What follows belongs to an exercise in optimizing a design on an open flow for small area; a production flow would make more cautious choices. In this exercise RTL edits were held to simulation tests only and were not proved equivalent to the original.

## run H
==> flow/design.v (excerpt) <==
module rgb2ycrcb(clk, rst, r, g, b, y, cr, cb);
	input        clk;
	input        rst;
	input  [9:0] r, g, b;
	output reg [9:0] y, cr, cb;
	reg [31:0] pa;
	reg [38:0] pb;
	reg rst1, rst2;
	wire kill = rst | rst1 | rst2;
	wire x1;
	gxn ux1 (.a(r[0]), .b(g[0]), .y(x1));
	wire c2;
	assign c2 = (r[0] | ~g[0]);
	wire i3;
	assign i3 = ~g[1];
	wire s4;
	wire c5;
	fa us4 (.a(r[1]), .b(i3), .c(c2), .s(s4), .co(c5));
	wire i6;
	assign i6 = ~g[2];
	wire s7;
	wire c8;
	fa us7 (.a(r[2]), .b(i6), .c(c5), .s(s7), .co(c8));
	wire i9;
	assign i9 = ~g[3];
	wire s10;
	wire c11;
	fa us10 (.a(r[3]), .b(i9), .c(c8), .s(s10), .co(c11));
	wire i12;
	assign i12 = ~g[4];
	wire s13;
	wire c14;
	fa us13 (.a(r[4]), .b(i12), .c(c11), .s(s13), .co(c14));
	wire i15;
	assign i15 = ~g[5];
	wire s16;
	wire c17;
	fa us16 (.a(r[5]), .b(i15), .c(c14), .s(s16), .co(c17));
	wire i18;
	assign i18 = ~g[6];
	wire s19;
	wire c20;
	fa us19 (.a(r[6]), .b(i18), .c(c17), .s(s19), .co(c20));
	wire i21;
	assign i21 = ~g[7];
	wire s22;
	wire c23;
	fa us22 (.a(r[7]), .b(i21), .c(c20), .s(s22), .co(c23));
	wire i24;
	assign i24 = ~g[8];
	wire s25;
	wire c26;
	fa us25 (.a(r[8]), .b(i24), .c(c23), .s(s25), .co(c26));
	wire i27;
	assign i27 = ~g[9];
	wire s28;
	wire c29;
	fa us28 (.a(r[9]), .b(i27), .c(c26), .s(s28), .co(c29));
	wire x30;
	gxn ux30 (.a(b[0]), .b(g[0]), .y(x30));
	wire c31;
	assign c31 = (b[0] & ~g[0]);
	wire s32;
	wire c33;
	fa us32 (.a(b[1]), .b(i3), .c(c31), .s(s32), .co(c33));
	wire s34;
	wire c35;
	fa us34 (.a(b[2]), .b(i6), .c(c33), .s(s34), .co(c35));
	wire s36;
	wire c37;
	fa us36 (.a(b[3]), .b(i9), .c(c35), .s(s36), .co(c37));
	wire s38;
	wire c39;
	fa us38 (.a(b[4]), .b(i12), .c(c37), .s(s38), .co(c39));
	wire s40;
	wire c41;
	fa us40 (.a(b[5]), .b(i15), .c(c39), .s(s40), .co(c41));
	wire s42;
	wire c43;
	fa us42 (.a(b[6]), .b(i18), .c(c41), .s(s42), .co(c43));
	wire s44;
	wire c45;
	fa us44 (.a(b[7]), .b(i21), .c(c43), .s(s44), .co(c45));
	wire s46;
	wire c47;
  ...
Size: about 420 cells after synthesis, about 62 I/O pins.
==> flow/config.mk <==
export PLATFORM = sky130hd
export DESIGN_NAME = rgb2ycrcb
export DESIGN_NICKNAME = rgb2ycrcb
export VERILOG_FILES = /design/flow/design.v
export SDC_FILE = /design/flow/constraint.sdc
export NUM_CORES = 4
export LEC_CHECK = 0
export CAP_MARGIN = 20
export CORE_MARGIN = 2
export CORE_UTILIZATION = 75
export GPL_TIMING_DRIVEN = 1
export SLEW_MARGIN = 20
export SYNTH_HIERARCHICAL = 1
export SYNTH_MINIMUM_KEEP_SIZE = 0
==> flow/constraint.sdc <==
create_clock -name core_clock -period 6.0 [get_ports {clk}]
set_input_delay 1.2000 -clock core_clock [delete_from_list [all_inputs] [get_ports {clk}]]
set_output_delay 1.2000 -clock core_clock [all_outputs]
set_load 0.01 [all_outputs]
standard.sh (not shown) runs the stock make flow with config.mk's settings and CLKGATE_MAP_FILE= SYNTH_SCRIPT=/design/flow/synth_recipe.tcl, a recipe that flattens the netlist after the stock synthesis.
==> flow/flow/run.sh <==
#!/bin/bash
# Standard ORFS layout with two changes: small port buffers, and a clock tree of small
# buffers without dummy loads.
set -euo pipefail
bash standard.sh \
  "BUFFER_PORTS_ARGS=-buffer_cell sky130_fd_sc_hd__buf_1" \
  "CTS_ARGS=-sink_clustering_enable -repair_clock_nets -buf_list sky130_fd_sc_hd__clkbuf_8 -dont_use_dummy_load" \
  finish > make_finish.log 2>&1
Run H finished every step from synthesis to the final layout, and the layout passed the timing, design-rule and antenna checks.
Here is what was changed in the inputs of run B compared with run H.
-- flow/config.mk --
<<< run H, line 10
export CORE_UTILIZATION = 75
export GPL_TIMING_DRIVEN = 1
>>> run B, line 10
export CORE_UTILIZATION = 80
export GPL_TIMING_DRIVEN = 0
## What came out
Total placed cells including tap cells of run B falls short of that of run H slightly.
Measured against each other, run H and run B differ in clock-pin slew on the worst setup and hold paths, the higher figure coming from run B.
Run B vs. run H: routing usage on met3 went up by 2.8 points.

rgb2ycrcb, a different RTL version from the one above (not shown whole).
Size in the first run: ~470 cells after synthesis.
==> flow/config.mk <==
export PLATFORM = sky130hd
export DESIGN_NAME = rgb2ycrcb
export DESIGN_NICKNAME = rgb2ycrcb
export VERILOG_FILES = /design/flow/design.v
export SDC_FILE = /design/flow/constraint.sdc
export NUM_CORES = 4
export LEC_CHECK = 0
export CAP_MARGIN = 20
export CORE_MARGIN = 2
export CORE_UTILIZATION = 40
export SLEW_MARGIN = 20
export SYNTH_HIERARCHICAL = 1
export SYNTH_MINIMUM_KEEP_SIZE = 0
==> flow/constraint.sdc <==
create_clock -name core_clock -period 6.0 [get_ports {clk}]
set_input_delay 1.2000 -clock core_clock [delete_from_list [all_inputs] [get_ports {clk}]]
set_output_delay 1.2000 -clock core_clock [all_outputs]
set_load 0.01 [all_outputs]
==> flow/flow/run.sh <==
#!/bin/bash
# Standard ORFS layout; the only change is the cell used for the port buffers.
set -euo pipefail
bash standard.sh "BUFFER_PORTS_ARGS=-buffer_cell sky130_fd_sc_hd__buf_1" finish > make_finish.log 2>&1
The starting point ran to the end with no violations.
Next try:
==> flow/run.sh (new file) <==
#!/bin/bash
# synth_recipe.tcl (not shown) runs the flow's synth.tcl, then flattens the netlist and writes it again
# the make line also repeats each setting of config.mk as NAME=value (left out here)
make -C /OpenROAD-flow-scripts/flow DESIGN_CONFIG=/design/flow/config.mk WORK_HOME=/design/flow/orfs CLKGATE_MAP_FILE= SYNTH_SCRIPT=/design/flow/synth_recipe.tcl finish
removed: flow/flow/run.sh
removed: flow/standard.sh
Effect: Clock-buffer cell count goes up by 3; synthesized cell count is unchanged; hold slack stays flat; maximum frequency goes down by 1.1%; sequential share of layout area goes down by 1.5 points; global-route usage barely changes.

afterwards: timing with drivers on the ports:
No port has a modelled driver above. Below, the same layouts with a new extraction and two added sets of constraints. Step 1 assumes that a clkbuf_16 drives the clock port and a buf_2 every other input. Step 2, shift: input delay + t, output delay - t, t = (earliest + latest rising clock arrival at the registers) / 2. This alone moves slack from input paths to output paths. a / b / c = ideal / step 1 / step 2; a / b = the first two.
| run | shift t [ns] | setup slack, ns | worst hold slack (ns) | worst setup path at the end | clock arrival spread, ns |
|---|---|---|---|---|---|
| run H | 0.380 | 0.205 / 0.205 / 0.205 | 0.342 / 0.342 / 0.342 | register to register | 0.033 / 0.033 |
| run B | 0.385 | 0.204 / 0.204 / 0.204 | 0.342 / 0.342 / 0.342 | register to register | 0.038 / 0.038 |
| the first run of note 2 | 0.384 | 0.844 / 0.844 / 0.735 | 0.375 / 0.375 / 0.375 | input to register | 0.010 / 0.010 |
| the second run of note 2 | 0.388 | 0.788 / 0.809 / 0.421 | 0.372 / 0.372 / 0.372 | input to register | 0.007 / 0.008 |
After both steps setup and hold are still met in every run listed. For the second run of note 2, which loses most, drivers alone change the setup slack by +0.021 ns; drivers and shift together by -0.367 ns.
